Context: an optimization exercise on an open-source flow, tuned for small area. The choices shown serve that exercise and are no tape-out recipe. The RTL was checked by simulation tests, not by an equivalence proof against the original design. Power is estimated from default activity; no workload was simulated.

Setup of job 102:
==> flow/design.v <==
module flexpipe_top (
    input  logic                   clk,
    input  logic                   rst_n,
    input  logic                   dbg_mode,
    output logic [31:0]            dbg_cycle_count,
    input  logic [63:0]            s_axi_awaddr,
    input  logic                   s_axi_awvalid,
    output logic                   s_axi_awready,
    input  logic [31:0]            s_axi_wdata,
    input  logic [3:0]             s_axi_wstrb,
    input  logic                   s_axi_wvalid,
    output logic                   s_axi_wready,
    output logic [1:0]             s_axi_bresp,
    output logic                   s_axi_bvalid,
    input  logic                   s_axi_bready,
    input  logic                   core_idle,
    input  logic                   core_pipeline_drained,
    input  logic                   flip_ack,
    output logic                   request_flip,
    output logic [196:0]           active_config,
    output logic                   layer_start_pulse,
    input  logic [108:0]           core_mem_req,
    input  logic                   core_mem_req_valid,
    output logic                   core_mem_req_ready,
    output logic [267:0]           core_mem_resp,
    output logic                   core_mem_resp_valid,
    output logic [108:0]           mem_master_req,
    output logic                   mem_master_valid,
    input  logic                   mem_master_ready,
    input  logic [267:0]           mem_master_resp,
    input  logic                   mem_master_resp_valid
);
    logic [31:0] dbg_q;
    always @(posedge clk or negedge rst_n) begin
        if (!rst_n)        dbg_q <= 32'd0;
        else if (dbg_mode) dbg_q <= dbg_q + 32'd1;
    end
    assign dbg_cycle_count = dbg_q;
    logic        axi_w, axi_b;
    logic [1:0]  widx;
    logic        wr;
    assign wr = axi_w & s_axi_wvalid;
    always @(posedge clk or negedge rst_n) begin
        if (!rst_n) begin
            axi_w <= 1'b0;
            axi_b <= 1'b0;
            widx  <= 2'd0;
        end else begin
            axi_w <= axi_w ? ~s_axi_wvalid : (~axi_b & s_axi_awvalid);
            axi_b <= axi_b ? ~s_axi_bready : wr;
            if (wr) widx <= widx + 2'd1;
        end
    end
    assign s_axi_awready = ~(axi_w | axi_b);
    assign s_axi_wready  = axi_w;
    assign s_axi_bvalid  = axi_b;
    assign s_axi_bresp   = 2'b00;
    logic [31:0] sh_cc, sh_cb, sh_pw, sh_ds;
    always @(posedge clk) begin
        if (wr && widx == 2'd0) sh_cc <= s_axi_wdata;
        if (wr && widx == 2'd1) sh_cb <= s_axi_wdata;
        if (wr && widx == 2'd2) sh_pw <= s_axi_wdata;
        if (wr && widx == 2'd3) sh_ds <= s_axi_wdata;
    end
    logic        sh_valid, flip_req, start_pulse, act_valid;
    logic [3:0]  epoch;
    logic [31:0] act_cc, act_cb, act_pw, act_ds;
    logic        no_outstanding_active;
    logic        flip;
    assign flip = flip_req & flip_ack;
    always @(posedge clk or negedge rst_n) begin
        if (!rst_n) begin
            sh_valid    <= 1'b0;
            flip_req    <= 1'b0;
            start_pulse <= 1'b0;
            act_valid   <= 1'b0;
            epoch       <= 4'd0;
            act_cc      <= 32'd0;
            act_cb      <= 32'd0;
            act_pw      <= 32'd0;
            act_ds      <= 32'd0;
        end else begin
            sh_valid    <= ~flip & (sh_valid | (wr & widx == 2'd3));
            flip_req    <= flip_req ? ~flip_ack
                                    : (sh_valid & core_idle & core_pipeline_drained & no_outstanding_active);
            start_pulse <= flip;
            if (flip) begin
                act_valid <= 1'b1;
                epoch     <= epoch + 4'd1;
                act_cc    <= sh_cc;
                act_cb    <= sh_cb;
                act_pw    <= sh_pw;
                act_ds    <= sh_ds;
            end
        end
    end
    assign request_flip      = flip_req;
    assign layer_start_pulse = start_pulse;
    assign active_config     = {act_cc, act_cb, act_pw, act_ds, 64'd0, act_valid, epoch};
    logic [7:0] act_cnt;
    logic       core_dec;
    assign core_dec = mem_master_resp_valid & mem_master_resp[1] & ~mem_master_resp[11]
                    & (act_cnt != 8'd0);
    always @(posedge clk or negedge rst_n) begin
        if (!rst_n)                                         act_cnt <= 8'd0;
        else if (core_dec)                                  act_cnt <= act_cnt - 8'd1;
        else if (core_mem_req_valid && mem_master_ready)    act_cnt <= act_cnt + 8'd1;
    end
    assign no_outstanding_active = (act_cnt == 8'd0);
    logic s_pr, s_pw, s_dr, s_dw, s_done;
    logic idle, pf_valid, pf_grant, pf_resp, ep_ok, id_ok;
    logic ptr_hit, data_last, data_hit, more, abort;
    logic [3:0]  walk_epoch;
    logic [31:0] walk_cnt, walk_max;
    logic [63:0] data_addr;
    assign idle      = ~(s_pr | s_pw | s_dr | s_dw | s_done);
    assign pf_valid  = s_pr | s_dr;
    assign pf_grant  = pf_valid & ~core_mem_req_valid & mem_master_ready;
    assign pf_resp   = mem_master_resp_valid & mem_master_resp[11];
    assign ep_ok     = (mem_master_resp[5:2] == epoch);
    assign id_ok     = (mem_master_resp[10:6] == 5'd0);
    assign ptr_hit   = s_pw & pf_resp & ep_ok & id_ok;
    assign data_last = s_dw & pf_resp & ep_ok & mem_master_resp[1];
    assign data_hit  = data_last & id_ok;
    assign more      = (walk_cnt != walk_max);
    assign abort     = ~idle & start_pulse;
    assign walk_epoch = epoch - {3'd0, start_pulse};
    always @(posedge clk or negedge rst_n) begin
        if (!rst_n) begin
            s_pr   <= 1'b0;
            s_pw   <= 1'b0;
            s_dr   <= 1'b0;
            s_dw   <= 1'b0;
            s_done <= 1'b0;
        end else begin
            s_pr   <= ~abort & ((idle & sh_valid) | (s_pr & ~pf_grant) | (data_hit & more));
            s_pw   <= ~abort & ((s_pr & pf_grant) | (s_pw & ~ptr_hit));
            s_dr   <= ~abort & (ptr_hit | (s_dr & ~pf_grant));
            s_dw   <= ~abort & ((s_dr & pf_grant) | (s_dw & ~data_hit));
            s_done <= ~abort & ((data_hit & ~more) | (s_done & sh_valid));
        end
    end
    always @(posedge clk) begin
        if (idle) begin
            walk_cnt <= 32'd0;
            walk_max <= sh_pw;
        end else if (data_last && more) begin
            walk_cnt <= walk_cnt + 32'd1;
        end
    end
    always @(posedge clk) begin
        data_addr <= ({64{s_pw}} & mem_master_resp[75:12]) | ({64{s_dr}} & data_addr);
    end
    logic [108:0] pf_req;
    assign pf_req = {({64{s_pr}} & {29'd0, walk_cnt, 3'd0}) | ({64{s_dr}} & data_addr),
                     26'd0, s_dr, 1'b0, s_pr, 3'd0,
                     pf_valid, 5'd0,
                     {4{pf_valid}} & walk_epoch,
                     s_dr, s_pr,
                     1'b0};
    assign mem_master_valid   = core_mem_req_valid | pf_valid;
    assign mem_master_req     = core_mem_req_valid ? {core_mem_req[108:13], 1'b0, core_mem_req[11:0]}
                                                   : pf_req;
    assign core_mem_req_ready = core_mem_req_valid & mem_master_ready;
    assign core_mem_resp       = mem_master_resp;
    assign core_mem_resp_valid = mem_master_resp_valid & ~mem_master_resp[11];
endmodule
clock: 5.0 ns
lec_check: 0
cap_margin: 20
core_area: 10 10 410 410
cts_buf_list: sky130_fd_sc_hd__clkbuf_8
cts_cluster_diameter: 50
cts_cluster_size: 16
die_area: 0 0 420 420
slew_margin: 20
standard.sh (not shown) runs the stock make flow with config.mk's settings and CLKGATE_MAP_FILE= SYNTH_SCRIPT=/design/flow/synth_recipe.tcl, a recipe that flattens the netlist after the stock synthesis.
==> flow/flow/run.sh <==
#!/bin/bash
# Standard ORFS layout, with the port buffers made from the smallest buffer cell.
set -euo pipefail
export BUFFER_PORTS_ARGS="-buffer_cell sky130_fd_sc_hd__buf_1"
bash standard.sh > make_finish.log 2>&1
## Diff of input files: job 104 against job 102
--- a/flow/design.v
+++ b/flow/design.v
@@ -144,15 +144,13 @@
         if (idle) begin
             walk_cnt <= 32'd0;
             walk_max <= sh_pw;
         end else if (data_last && more) begin
             walk_cnt <= walk_cnt + 32'd1;
         end
-    end
-    always @(posedge clk) begin
-        data_addr <= ({64{s_pw}} & mem_master_resp[75:12]) | ({64{s_dr}} & data_addr);
+        if (s_pw) data_addr <= mem_master_resp[75:12];
     end
     logic [108:0] pf_req;
     assign pf_req = {({64{s_pr}} & {29'd0, walk_cnt, 3'd0}) | ({64{s_dr}} & data_addr),
                      26'd0, s_dr, 1'b0, s_pr, 3'd0,
                      pf_valid, 5'd0,
                      {4{pf_valid}} & walk_epoch,
==> notes.md <==
Per the final summary, job 104 finished and its layout is clean on timing, DRC and antenna.
Job 102 ended with every stage complete and zero timing, DRC or antenna violations.
In the metrics for job 104 and job 102, the one carrying the lower worst hold-check slack is job 102.
Setup slack: job 104 worse than job 102
Row number of enable-type register cells in the synthesized netlist: job 104 higher / job 102 lower
Maximum frequency from static timing analysis delta (job 104 − job 102): unfavourable
Diff job 102 -> job 104 | net switching power | increase of about 8%
Relative to job 102, the clock tree buffer count of the final layout measured on job 104 has decreased by a little under 10%.
Job 104 against job 102: met2 usage grew by 2.1 points; total design power shows an increase of 4.6%.

-- separate check: timing with driven ports --
In the flow no input, the clock included, has a driving cell. The finished layouts below were timed again as built, in two steps.
Step 1: set_driving_cell puts a clkbuf_16 on clk and a buf_2 on each other input, an assumption about the parent block.
Step 2, shift: input delay + t, output delay - t, t = (earliest + latest rising clock arrival at the registers) / 2. This alone moves slack from input paths to output paths.
a / b / c = ideal / step 1 / step 2; a / b = the first two.
run | shift t [ns] | setup slack, ns | hold WS [ns] | latest minus earliest clock arrival (ns) | cell pins on the clock port's net
job 102 | 0.803 | 1.154 / 1.089 / 1.376 | 0.198 / 0.161 / 0.407 | 0.068 / 0.068 | 1
job 104 | 0.797 | 1.130 / 1.067 / 1.351 | 0.257 / 0.223 / 0.403 | 0.060 / 0.060 | 1
After both steps every run listed still meets setup and hold.
